Background: an optimization exercise with open tools, aiming at small area. Do not read the settings as production practice. No run shown here included a check of the RTL's function; only the layout flow was run. The clock port is modelled as an ideal driver; clocking choices that lean on that would not hold on a real chip.

==> flow/design.v, too long to show whole: its modules and the start of the top module <==
// module fir_12bit: 5231 lines
// module fir_fa: 4 lines
module fir_12bit(
  input clk,
  input rst,
  input wire signed [11:0] signal_in,
  output wire signed [11:0] signal_out
);
  // ...
==> flow/flow/run.sh <==
#!/bin/bash
# The standard layout, with one change after clock-tree synthesis (flow/skew.tcl):
# the clock of the carry-save result registers q* is delayed by a short buffer
# chain, giving the adder tree that feeds them more time (useful skew between
# registers inside the design). Timing repair then runs after global routing.
set -euo pipefail
export SKIP_CTS_REPAIR_TIMING=1
# no setup repair on the unplaced netlist (the skew is added after CTS)
export REMOVE_ABC_BUFFERS=1
export POST_CTS_TCL="$PWD/flow/skew.tcl"
bash standard.sh > standard.log 2>&1
==> flow/flow/skew.tcl <==
# Useful skew (run after CTS): the registers q* capture the adder tree's
# carry-save result and only feed the output adder, which has ample slack.
# Each group of q* registers on one clock leaf net gets its clock through a
# chain of delay buffers placed at the group's centroid.
set db [ord::get_db]
set block [ord::get_db_block]
# three delay buffers, then a clock buffer to drive the registers with a sharp edge
set chain [list sky130_fd_sc_hd__clkdlybuf4s50_1 sky130_fd_sc_hd__clkdlybuf4s50_1 sky130_fd_sc_hd__clkdlybuf4s50_1 sky130_fd_sc_hd__clkbuf_4]
set groups [dict create]
foreach inst [$block getInsts] {
  if {[regexp {^q[0-9]+\$_DFF} [$inst getName]]} {
    set net [[$inst findITerm CLK] getNet]
    dict lappend groups [$net getName] $inst
  }
}
set idx 0
dict for {netname insts} $groups {
  set net [$block findNet $netname]
  set sx 0
  set sy 0
  foreach inst $insts {
    set loc [$inst getLocation]
    set sx [expr {$sx + [lindex $loc 0]}]
    set sy [expr {$sy + [lindex $loc 1]}]
  }
  set n [llength $insts]
  set cx [expr {$sx / $n}]
  set cy [expr {$sy / $n}]
  set prev $net
  set s 0
  foreach cell $chain {
    set buf [odb::dbInst_create $block [$db findMaster $cell] "skew_dly_${idx}_${s}"]
    set out [odb::dbNet_create $block "skew_clk_${idx}_${s}"]
    $out setSigType CLOCK
    [$buf findITerm A] connect $prev
    [$buf findITerm X] connect $out
    $buf setLocation $cx $cy
    $buf setPlacementStatus PLACED
    set prev $out
    incr s
  }
  foreach inst $insts {
    set it [$inst findITerm CLK]
    $it disconnect
    $it connect $prev
  }
  puts "skew: group $idx on $netname: [llength $insts] registers"
  incr idx
}
global_connect
detailed_placement
check_placement -verbose
estimate_parasitics -placement
report_clock_skew
report_worst_slack -max
report_worst_slack -min
==> flow/standard.sh <==
#!/bin/bash
# synth_recipe.tcl (not shown) runs the flow's synth.tcl, then flattens the netlist and writes it again
# the make line also repeats each setting of config.mk as NAME=value (left out here)
make -C /OpenROAD-flow-scripts/flow DESIGN_CONFIG=/design/flow/config.mk WORK_HOME=/design/flow/orfs CLKGATE_MAP_FILE= SYNTH_SCRIPT=/design/flow/synth_recipe.tcl "${@:-finish}"
==> flow/config.mk <==
export PLATFORM = sky130hd
export DESIGN_NAME = fir_12bit
export DESIGN_NICKNAME = fir_12bit
export VERILOG_FILES = /design/flow/design.v
export SDC_FILE = /design/flow/constraint.sdc
export NUM_CORES = 4
export LEC_CHECK = 0
export CAP_MARGIN = 20
export CORE_MARGIN = 2
export CORE_UTILIZATION = 40
export CTS_BUF_LIST = sky130_fd_sc_hd__clkbuf_8
export CTS_CLUSTER_DIAMETER = 90
export CTS_CLUSTER_SIZE = 16
export GPL_TIMING_DRIVEN = 0
export HOLD_SLACK_MARGIN = 0.05
export PLACE_DENSITY = 0.7
export SETUP_SLACK_MARGIN = 0.05
export SLEW_MARGIN = 20
export SYNTH_HIERARCHICAL = 1
==> flow/constraint.sdc <==
create_clock -name core_clock -period 12.0 [get_ports {clk}]
set_input_delay 2.4000 -clock core_clock [delete_from_list [all_inputs] [get_ports {clk}]]
set_output_delay 2.4000 -clock core_clock [all_outputs]
set_load 0.01 [all_outputs]
==> impl_results.md, run 1 <==
* Post-route ant nets at 0
* Cell area after layout at 53400 um2
* Crit path from: r27[0]$_DFF_PN0_
* Largest area class, layout: multi-input gates
* Synthesis-to-finish area growth at 7.37%
* Main synth FF type: dfrtp_1
* Largest family of logic cells by synthesized area: adder cells
* Seq/total area at 38.0%
* Number of synthesized register bits at 810
* Final wirelength at 125000 um
* GRT overflow at 0
* Met3 wire len at 12200 um
* DRT iter0 DRCs at 1709
* Hold_ws at -0.0168 ns
* Die area at 127000 um2
* Layout Utilization at 43.2%
* GRT Util Overall at 21.0%
* Class of the tightest hold or removal check: reg2reg
* Setup TNS at 0 ns
* SO Viols: negative hold slack
* WP buf/inv at 2
* Hold Vio Cnt, Final at 1
* Post-Synth Adder-Cell Area at 56.6%
* Crit end category: register
* Vias per cell at 4.87
* Simple-Gate Fraction of Synth Area at 0.0780%
* Max Cap Violations at 0
* Layout cells sized above 1 at 4.30%
* Status: failed layout checks
* # rows at 129
* Routability-driven placement congestion ratio at 0.949
* DRC at 0
* Starting Density at 40.2%
* Period utilization at 97.3%
* Vias at 21100
==> run 2, diff against run 1 <==
--- a/flow/config.mk
+++ b/flow/config.mk
@@ -13,5 +13,5 @@
 export CTS_CLUSTER_SIZE = 16
 export GPL_TIMING_DRIVEN = 0
-export HOLD_SLACK_MARGIN = 0.05
+export HOLD_SLACK_MARGIN = 0.15
 export PLACE_DENSITY = 0.7
 export SETUP_SLACK_MARGIN = 0.05
==> run 2 against run 1 <==
  * The run now finishes clean
  * Worst setup slack improved by 0.016 ns
  * Core utilization barely moved
  * Critical path depth fell by 2
  * Global-route usage did not move
  * Critical path type unchanged
  * Largest cell class unchanged
==> impl_results.md, run 2 <==
* Metal2 WL at 60200 um
* Routed WL per cell at 28.9 um
* # setup viols final at 0
* R2R cell count at 29
* Vias in the first global route at 27000
* Most frequent cell after synthesis: fa_1
* Critical path type: reg2reg
* Global-route wire length before repair at 183000 um
* Slew Limit Fails at 0
* Reg-to-reg setup timing slack at 0.34 ns
* Max Clk Rate at 0.0857 GHz
* Post-synth top area share at 53.8%
* Most frequent cells after synthesis: 1336 x fa_1, 810 x dfrtp_1, 298 x inv_1
* Netlist cell types at 12
* Startpoint Class: register
* Storage element area at 20300 um2
* Number of synthesized register bits at 810 (unchanged)
* Vias at 21100 (+0.0047%)
* Hold_ws at 0.0704 ns (+0.0871 ns)
* Most used cell, CP: fa_1
* # rows at 129 (unchanged)
* Starting Density at 40.2% (unchanged)
* Area of the multi-input gates at 28300 um2
* Die width at 356 um
* Final wirelength at 125000 um (about the same)
* CTS clock-pin slew for the worst setup and hold paths at 0.11 ns
* CTS tree: yes
* GRT overflow at 0 (unchanged)
* Number of flops mapped to enable cells by yosys at 0
* Vias per cell at 4.87 (about the same)
* Drt first pass iters at 5
* Routability-driven placement congestion ratio at 0.949 (unchanged)
* Commonest non-fill, non-tap cell in the layout: fa_1
* Cell taking the most area after synthesis: fa_1
* Dpl cells at 4236
* Most frequent cells in the layout: 1308 x fa_1, 810 x dfrtp_1, 299 x inv_1, 112 x ha_1, 60 x clkbuf_8
* Synth warn at 7
* Layout cells sized above 1 at 4.30% (about the same)
* Synthesis-to-finish area growth at 7.41% (about the same)
* Die Ht at 356 um
* Max stage delay on crit path at 0.64 ns
* Largest net degree at the start of global routing at 104
* Uppermost layer routed: met4
* Post-DP HPWL at 110000 um
* Largest cells by area after synthesis: fa_1 54%, dfrtp_1 41%, ha_1 2.8%
* Initial antenna violation count at 1
* Period utilization at 97.2% (-0.13 points)
* FILL cells at 10700
* Slew @ Worst Pin at 0.574 ns
* CP max FO at 2
* Ports at 26
* Clock Latency Late Sink at 2.39 ns
* Worst slew margin at 61.7%
* Mapped Area at 49700 um2
* Post-route ant nets at 0 (unchanged)
* Die area at 127000 um2 (unchanged)
* DRT iter0 DRCs at 1741 (+1.9%)
* GRT Util Overall at 21.0% (unchanged)
* Met1 wire length at 49100 um
* Class of the tightest hold or removal check: reg2reg
* Min Tclk post-route at 11.66 ns
* Port-buffer cells at 25
* Main synth FF type: dfrtp_1
* Post-synthesis sequential area ratio at 40.8%
* Worst path slowest cell: fa_2
* Crit end category: register
* NumNets Final at 4148
* DRC at 0 (unchanged)
* Mapped Cells at 2578
* Met3 wire len at 12000 um (-2.0%)
* Core Region at 123000 um2
* Finished Layout Cells at 4335
* Arrival time worst endpoint at 13.92 ns
* FFs w/ async S/R, synth at 100%
* Critical Path RT at 14.26 ns
* Clock Sinks at 810
* Mean Syn Cell Area at 19.3 um2
* Status: finished clean
* WHS Path Cells at 6
* Hold Vio Cnt, Final at 0 (-1)
* Clk_skew at 1.67 ns
* Unrepaired setup endpoints after global routing: true
* Max Cap Violations at 0 (unchanged)
run 2: cell counts after synthesis:
No cell type changed its count.
run 2: logic make-up after synthesis:
family | Yosys count | synth area share [%]
adders and majority gates | 1448 | 56.6
and+or+nand+nor | 6 | 0.0780
xor gates and xnor gates | 2 | 0.0353
buffers and inverters | 310 | 2.43
AOI/OAI and AO/OA | 2 | 0.0327
DFF | 810 | 40.8
run 2: path summary, 6_finish.rpt:
kind	startpoint	end
max in group asynchronous	rst	r0[0]$_DFF_PN0_
min in group asynchronous	rst	q16$_DFF_PN0_
worst min-delay path	r39[11]$_DFF_PN0_	q17$_DFF_PN0_
worst max register to register	r28[0]$_DFF_PN0_	q11$_DFF_PN0_
worst max-delay path	r28[0]$_DFF_PN0_	q11$_DFF_PN0_
worst min register to register	r39[11]$_DFF_PN0_	q17$_DFF_PN0_
run 2: worst max-delay path, delay by kind of cell (launching register included):
family	cells	cell delay [ns]
buffers and inverters	1	0.04
DFF	1	0.41
adders and majority gates	28	12.71
run 2: modules after synthesis, one instance, submodules excluded:
module,cell area (um2),cells inside,times used,flops+latches
fir_12bit,23000,1242,1,810
fir_fa,20.0,1,1336,0
run 2: per-layer routing:
metal	vias up	track usage (%)
li1	7854	-
met1	12400	28.3
met2	687	32.8
met3	181	7.23
met4	0	5.54
met5	-	0
run 2: stage by stage:
step	area, um2	TNS (ns)	setup WS (ns)	utilization, %
2_1_floorplan	49600	-0.983	-0.377	-
3_3_place_gp	51900	-	-26.42	42.0
3_5_place_dp	52100	-12.04	-1.61	42.2
5_1_grt	53400	0	0.0158	43.2
6_report	53400	0	0.336	43.2
run 2: cell type report, clock buffers not listed:
cell class	count	share of cell area, %
repair buffers	38	0.975
well taps	1637	3.84
inverters	298	2.10
plain buffers	20	0.352
clock inverters	13	0.220
diodes	1	0.00469
multi-input cells	1458	53.0
flip-flops and latches	810	38.0

separate check: timing with driven ports:
No port has a modelled driver above. Below, the same layouts with a new extraction and two added sets of constraints.
Step 1 sets driving cells, clkbuf_16 on the clock port and buf_2 on the other inputs (assumed; they add their load-dependent delay and slew).
Step 2, shift: input delay + t, output delay - t, t = (earliest + latest rising clock arrival at the registers) / 2. This alone moves slack from input paths to output paths.
Three values: ideal ports, drivers, drivers and shift; two values: the first two.
| run | t, ns | slack for setup (ns) | hold slack, ns | latest minus earliest clock arrival (ns) | pins driven straight from the clock port |
|---|---|---|---|---|---|
| run 1 | 1.623 | 0.320 / 0.320 / 0.320 | -0.017 / -0.017 / -0.017 | 1.665 / 1.664 | 1 |
| run 2 | 1.625 | 0.336 / 0.336 / 0.336 | 0.070 / 0.070 / 0.070 | 1.669 / 1.669 | 1 |
In run 1 and run 2 the clock reaches the registers at very different times; t lies between them, and the last value is a rough guide only.
